Background: an optimization exercise with open tools, aiming at small area and a short achievable clock period. Do not read the settings as production practice.
In this exercise RTL edits were held to simulation tests only and were not proved equivalent to the original.

## fir_n
module fir_n(x_in, y_out, b, clk, ena, rst);
input  wire [31:0]  x_in;
output wire [31:0]  y_out;
input  wire [127:0] b;
input  wire         clk;
input  wire         ena;
input  wire         rst;
wire [16:0] k;
wire [31:0] x_rec;
assign k[0] = 1'b0;
genvar gi;
generate for (gi = 0; gi < 16; gi = gi + 1) begin : rec
  assign x_rec[2*gi]   = x_in[2*gi] ^ k[gi];
  assign x_rec[2*gi+1] = x_in[2*gi+1] ^ (x_in[2*gi] & k[gi]);
  assign k[gi+1]       = x_in[2*gi+1] & (x_in[2*gi] | k[gi]);
end endgenerate
logic [31:0] s0, s1, s2, s3;
always_ff @(posedge clk, posedge rst) begin
  if (rst) begin
    s0 <= '0; s1 <= '0; s2 <= '0; s3 <= '0;
  end else if (ena) begin
    s0 <= x_rec; s1 <= s0; s2 <= s1; s3 <= s2;
  end
end
wire [31:0] c0 = b[31:0];
wire [31:0] cn0;
generate for (gi = 0; gi < 32; gi = gi + 1) begin : cinv0
  cninv_c u (.a(c0[gi]), .y(cn0[gi]));
end endgenerate
wire [15:0] p1_0, p2_0, n1_0;
wire [15:0] nn_0;
  ...
==> flow/config.mk <==
export PLATFORM = sky130hd
export DESIGN_NAME = fir_n
export DESIGN_NICKNAME = fir_n
export VERILOG_FILES = /design/flow/design.v
export SDC_FILE = /design/flow/constraint.sdc
export NUM_CORES = 4
export LEC_CHECK = 0
export ABC_AREA = 1
export CAP_MARGIN = 20
export CELL_PAD_IN_SITES_DETAIL_PLACEMENT = 1
export CELL_PAD_IN_SITES_GLOBAL_PLACEMENT = 2
export CORE_MARGIN = 2
export CORE_UTILIZATION = 30
export CTS_BUF_LIST = sky130_fd_sc_hd__clkbuf_4 sky130_fd_sc_hd__clkbuf_8
export CTS_CLUSTER_DIAMETER = 100
export CTS_CLUSTER_SIZE = 30
export PLACE_DENSITY = 0.45
export SETUP_SLACK_MARGIN = 3.1
export SLEW_MARGIN = 20
export SYNTH_HIERARCHICAL = 1
export SYNTH_MINIMUM_KEEP_SIZE = 0
==> flow/constraint.sdc <==
create_clock -name core_clock -period 16.0 [get_ports {clk}]
set_input_delay 3.2000 -clock core_clock [delete_from_list [all_inputs] [get_ports {clk}]]
set_output_delay 3.2000 -clock core_clock [all_outputs]
set_load 0.01 [all_outputs]
standard.sh (not shown) runs the stock make flow with config.mk's settings and CLKGATE_MAP_FILE= SYNTH_SCRIPT=/design/flow/synth_recipe.tcl, a recipe that flattens the netlist after the stock synthesis.
==> flow/flow/run.sh <==
#!/bin/bash
# Own flow: the standard layout (standard.sh) with three changes.
#  1. fir_n.sv's one-cell helper modules are tied to the library cells they
#     describe (fa_cell -> fa_1, pp_cell -> a222oi_1, pp2_cell -> a22oi_1),
#     see flow/cellmap.py; ABC does not find a222oi on its own.
#  2. The port buffers are buf_4 cells instead of buffer_ports' default pick
#     (clkdlybuf4s50_1, a clock delay cell: slower and twice the area).
#  3. The standard synthesis runs first, and the flip-flops of ours are
#     checked against it (same names and cell types).
# Every tool's output goes to a log file of its own in this folder.
set -euo pipefail
W=$(pwd)
R=orfs/results/sky130hd/fir_n/base

bash standard.sh synth > std_synth.log 2>&1
cp $R/1_2_yosys.v std_1_2_yosys.v
rm -rf orfs

python3 flow/cellmap.py design.v design_mapped.v > cellmap.log 2>&1
export BUFFER_PORTS_ARGS="-buffer_cell sky130_fd_sc_hd__buf_4"
bash standard.sh synth VERILOG_FILES=$W/design_mapped.v > synth.log 2>&1
python3 flow/regcheck.py std_1_2_yosys.v $R/1_2_yosys.v > regcheck.log 2>&1
bash standard.sh finish VERILOG_FILES=$W/design_mapped.v > standard.log 2>&1
Other scripts of this flow, unchanged in this note and not shown: flow/flow/cellmap.py, flow/flow/regcheck.py
Edit:
CELL_PAD_IN_SITES_DETAIL_PLACEMENT = 2   (was 1)
CELL_PAD_IN_SITES_GLOBAL_PLACEMENT = 3   (was 2)
CORE_UTILIZATION = 25   (was 30)
CTS_BUF_LIST = default   (was sky130_fd_sc_hd__clkbuf_4 sky130_fd_sc_hd__clkbuf_8)
CTS_CLUSTER_DIAMETER = default   (was 100)
CTS_CLUSTER_SIZE = default   (was 30)
PLACE_DENSITY = 0.4   (was 0.45)
SETUP_SLACK_MARGIN = default   (was 3.1)
Worst hold slack gains 12 ps.
Routed wire length climbs by 11%.
Register-to-register slack got worse by 110 ps.
Edit:
CELL_PAD_IN_SITES_DETAIL_PLACEMENT = 1   (was 2)
CELL_PAD_IN_SITES_GLOBAL_PLACEMENT = 2   (was 3)
CORE_UTILIZATION = 30   (was 25)
CTS_BUF_LIST = sky130_fd_sc_hd__clkbuf_4 sky130_fd_sc_hd__clkbuf_8   (was default)
CTS_CLUSTER_DIAMETER = 100   (was default)
CTS_CLUSTER_SIZE = 30   (was default)
PLACE_DENSITY = 0.45   (was 0.4)
SETUP_SLACK_MARGIN = 2.6   (was default)
Outcome: The changed run went through all stages and came out clean. Count of clock-buffer cells in the layout is unchanged. Cell area hardly moves. Critical path depth stays the same.
Edit:
CTS_BUF_LIST = default   (was sky130_fd_sc_hd__clkbuf_4 sky130_fd_sc_hd__clkbuf_8)
CTS_CLUSTER_DIAMETER = default   (was 100)
CTS_CLUSTER_SIZE = default   (was 30)
SETUP_SLACK_MARGIN = default   (was 2.6)
Setup slack got worse by 700 ps.
Routed wire length barely changes.
Sequential cell count is unchanged.
Design area shrinks by 1.2%.

========
== green ==
Another version of the RTL of fir_n (not shown whole).
For scale: about 5,300 cells after synthesis, roughly 130 flip-flops, roughly 48,000 um^2 of cells after synthesis.
Settings: LEC_CHECK=0, ABC_AREA=1, CAP_MARGIN=20, CORE_MARGIN=2, CORE_UTILIZATION=40, PLACE_DENSITY=0.6, SLEW_MARGIN=20, SYNTH_HIERARCHICAL=1, SYNTH_MINIMUM_KEEP_SIZE=0; clock period 16.0 ns.
run.sh (not shown) runs the stock make flow with config.mk's settings and CLKGATE_MAP_FILE= SYNTH_SCRIPT=/design/flow/synth_recipe.tcl, a recipe that flattens the netlist after the stock synthesis.
Stock flow here: none of the scripts above is used.
The final layout from green, which completed every stage, passed the timing, design-rule and antenna checks at the end of the flow.
diff inputs: green => orange
==> flow/flow/run.sh (new file) <==
#!/bin/bash
# The standard layout (standard.sh), with one change: the port buffers are
# plain buf_2 cells instead of buffer_ports' default pick (a clock delay
# buffer, clkdlybuf4s50_1, which is slower and twice the area).
set -euo pipefail
export BUFFER_PORTS_ARGS="-buffer_cell sky130_fd_sc_hd__buf_2"
bash standard.sh > standard.log 2>&1
==> flow/standard.sh (new file) <==
#!/bin/bash
# synth_recipe.tcl (not shown) runs the flow's synth.tcl, then flattens the netlist and writes it again
# the make line also repeats each setting of config.mk as NAME=value (left out here)
make -C /OpenROAD-flow-scripts/flow DESIGN_CONFIG=/design/flow/config.mk WORK_HOME=/design/flow/orfs CLKGATE_MAP_FILE= SYNTH_SCRIPT=/design/flow/synth_recipe.tcl "${@:-finish}"
removed: flow/run.sh
[summary]
No run among orange and green stopped early or left any final violation; all are clean. The sequential share of layout area was comparable across orange and green. green has a lower largest stage delay on the critical path than orange. Lower non-filler instance count after layout goes to orange over green.

========
fir_n with an RTL version that a note above also has.
For scale: about 3500 cells after synthesis, ~130 flip-flops, roughly 41000 sq um of cells after synthesis.
## fir_n
module fir_n(x_in, y_out, b, clk, ena, rst);
input  wire [31:0]  x_in;
output wire [31:0]  y_out;
input  wire [127:0] b;
input  wire         clk;
input  wire         ena;
input  wire         rst;
wire [16:0] k;
wire [31:0] x_rec;
assign k[0] = 1'b0;
genvar gi;
generate for (gi = 0; gi < 16; gi = gi + 1) begin : rec
  assign x_rec[2*gi]   = x_in[2*gi] ^ k[gi];
  assign x_rec[2*gi+1] = x_in[2*gi+1] ^ (x_in[2*gi] & k[gi]);
  assign k[gi+1]       = x_in[2*gi+1] & (x_in[2*gi] | k[gi]);
end endgenerate
logic [31:0] s0, s1, s2, s3;
always_ff @(posedge clk, posedge rst) begin
  if (rst) begin
    s0 <= '0; s1 <= '0; s2 <= '0; s3 <= '0;
  end else if (ena) begin
    s0 <= x_rec; s1 <= s0; s2 <= s1; s3 <= s2;
  end
end
wire [31:0] c0 = b[31:0];
wire [31:0] cn0;
generate for (gi = 0; gi < 32; gi = gi + 1) begin : cinv0
  cninv_c u (.a(c0[gi]), .y(cn0[gi]));
end endgenerate
wire [15:0] p1_0, p2_0, n1_0;
wire [15:0] nn_0;
generate for (gi = 0; gi < 16; gi = gi + 1) begin : dec0
  dec_cell u (.a(s0[2*gi+1]), .b(s0[2*gi]), .p1(p1_0[gi]), .p2(p2_0[gi]), .n1(n1_0[gi]), .nn(nn_0[gi]));
end endgenerate
wire [31:0] q0_0;
pp0_cell uq0_0_0 (.n1(n1_0[0]), .c(c0[0]), .p1(p1_0[0]), .cn(cn0[0]), .p2(p2_0[0]), .q(q0_0[0]));
pp_cell uq0_0_1 (.p1(n1_0[0]), .c(c0[1]), .n1(p1_0[0]), .cn(cn0[1]), .p2(p2_0[0]), .cm(cn0[0]), .q(q0_0[1]));
pp_cell uq0_0_2 (.p1(n1_0[0]), .c(c0[2]), .n1(p1_0[0]), .cn(cn0[2]), .p2(p2_0[0]), .cm(cn0[1]), .q(q0_0[2]));
pp_cell uq0_0_3 (.p1(n1_0[0]), .c(c0[3]), .n1(p1_0[0]), .cn(cn0[3]), .p2(p2_0[0]), .cm(cn0[2]), .q(q0_0[3]));
pp_cell uq0_0_4 (.p1(n1_0[0]), .c(c0[4]), .n1(p1_0[0]), .cn(cn0[4]), .p2(p2_0[0]), .cm(cn0[3]), .q(q0_0[4]));
pp_cell uq0_0_5 (.p1(n1_0[0]), .c(c0[5]), .n1(p1_0[0]), .cn(cn0[5]), .p2(p2_0[0]), .cm(cn0[4]), .q(q0_0[5]));
pp_cell uq0_0_6 (.p1(n1_0[0]), .c(c0[6]), .n1(p1_0[0]), .cn(cn0[6]), .p2(p2_0[0]), .cm(cn0[5]), .q(q0_0[6]));
  ...
export LEC_CHECK = 0
export ABC_AREA = 1
export CAP_MARGIN = 20
export CELL_PAD_IN_SITES_DETAIL_PLACEMENT = 1
export CELL_PAD_IN_SITES_GLOBAL_PLACEMENT = 2
export CORE_MARGIN = 2
export CORE_UTILIZATION = 30
export CTS_BUF_LIST = sky130_fd_sc_hd__clkbuf_4 sky130_fd_sc_hd__clkbuf_8
export CTS_CLUSTER_DIAMETER = 100
export CTS_CLUSTER_SIZE = 30
export PLACE_DENSITY = 0.45
export SETUP_SLACK_MARGIN = 2.8
export SLEW_MARGIN = 20
export SYNTH_HIERARCHICAL = 1
export SYNTH_MINIMUM_KEEP_SIZE = 0
create_clock -name core_clock -period 16.0 [get_ports {clk}]
standard.sh (not shown) runs the stock make flow with config.mk's settings and CLKGATE_MAP_FILE= SYNTH_SCRIPT=/design/flow/synth_recipe.tcl, a recipe that flattens the netlist after the stock synthesis.
==> flow/flow/run.sh <==
#!/bin/bash
# Own flow: the standard layout (standard.sh) with three changes.
#  1. fir_n.sv's one-cell helper modules are tied to the library cells they
#     describe (fa_cell -> fa_1, pp_cell -> a222oi_1, pp2_cell -> a22oi_1),
#     see flow/cellmap.py; ABC does not find a222oi on its own.
#  2. The port buffers are buf_2 cells instead of buffer_ports' default pick
#     (clkdlybuf4s50_1, a clock delay cell: slower and twice the area).
#  3. The standard synthesis runs first, and the flip-flops of ours are
#     checked against it (same names and cell types).
# Every tool's output goes to a log file of its own in this folder.
set -euo pipefail
W=$(pwd)
R=orfs/results/sky130hd/fir_n/base

bash standard.sh synth > std_synth.log 2>&1
cp $R/1_2_yosys.v std_1_2_yosys.v
rm -rf orfs

python3 flow/cellmap.py design.v design_mapped.v > cellmap.log 2>&1
export BUFFER_PORTS_ARGS="-buffer_cell sky130_fd_sc_hd__buf_2"
bash standard.sh synth VERILOG_FILES=$W/design_mapped.v > synth.log 2>&1
python3 flow/regcheck.py std_1_2_yosys.v $R/1_2_yosys.v > regcheck.log 2>&1
bash standard.sh finish VERILOG_FILES=$W/design_mapped.v > standard.log 2>&1
Other scripts of this flow, unchanged in this note and not shown: flow/flow/cellmap.py, flow/flow/regcheck.py
Then changed:
--- a/flow/flow/run.sh
+++ b/flow/flow/run.sh
@@ -5,3 +5,3 @@
 #     see flow/cellmap.py; ABC does not find a222oi on its own.
-#  2. The port buffers are buf_2 cells instead of buffer_ports' default pick
+#  2. The port buffers are buf_4 cells instead of buffer_ports' default pick
 #     (clkdlybuf4s50_1, a clock delay cell: slower and twice the area).
@@ -19,3 +19,3 @@
 python3 flow/cellmap.py design.v design_mapped.v > cellmap.log 2>&1
-export BUFFER_PORTS_ARGS="-buffer_cell sky130_fd_sc_hd__buf_2"
+export BUFFER_PORTS_ARGS="-buffer_cell sky130_fd_sc_hd__buf_4"
 bash standard.sh synth VERILOG_FILES=$W/design_mapped.v > synth.log 2>&1
SETUP_SLACK_MARGIN = not set   (was 2.8)
Effect:
- The changed run went through all stages and came out clean
- count of clock-buffer cells in the layout is higher by 1
- non-clock buffer count is lower by 1
- setup slack gets worse by 0.59 ns
- fmax decreases by 4.2%
- via count fell by 0.42%
- routed wire length decreases by 0.47%

separate check: timing with driven ports:
How much do the figures lean on ideal ports? The routed layouts below were timed once more, with nothing changed but the port constraints.
Step 1 (the two cells are an assumption about what drives the block):
set clk [get_ports {clk}]
set_driving_cell -lib_cell sky130_fd_sc_hd__clkbuf_16 $clk
set_driving_cell -lib_cell sky130_fd_sc_hd__buf_2 [delete_from_list [all_inputs] $clk]
Step 2, shift: input delay + t, output delay - t, t = (earliest + latest rising clock arrival at the registers) / 2. This alone moves slack from input paths to output paths.
Slacks: ideal ports / drivers / drivers and shift; pairs: ideal ports / drivers.
run | t, ns | setup slack, ns | worst hold slack (ns) | clock arrival spread, ns | cell pins on the clock port's net
the first run of note 1 | 0.587 | 2.829 / 2.772 / 2.772 | 0.543 / 0.543 / 0.543 | 0.039 / 0.039 | 1
the second run of note 1 | 0.551 | 1.511 / 1.483 / 1.483 | 0.555 / 0.555 / 0.555 | 0.031 / 0.031 | 1
the third run of note 1 | 0.582 | 2.586 / 2.558 / 2.558 | 0.547 / 0.547 / 0.547 | 0.040 / 0.040 | 1
the fourth run of note 1 | 0.558 | 1.884 / 1.856 / 1.856 | 0.545 / 0.545 / 0.545 | 0.021 / 0.022 | 1
green | 0.615 | 0.440 / 0.403 / 0.403 | 0.561 / 0.561 / 0.561 | 0.028 / 0.028 | 1
orange | 0.647 | 1.295 / 1.272 / 1.272 | 0.521 / 0.521 / 0.521 | 0.029 / 0.029 | 1
the first run of note 3 | 0.568 | 2.482 / 2.412 / 2.412 | 0.546 / 0.546 / 0.546 | 0.026 / 0.026 | 1
the second run of note 3 | 0.582 | 1.889 / 1.861 / 1.861 | 0.551 / 0.551 / 0.551 | 0.038 / 0.038 | 1
After both steps every run listed still meets setup and hold. The setup slack of the first run of note 3, which loses most, moves by -0.070 ns with the drivers and by -0.070 ns with both steps.
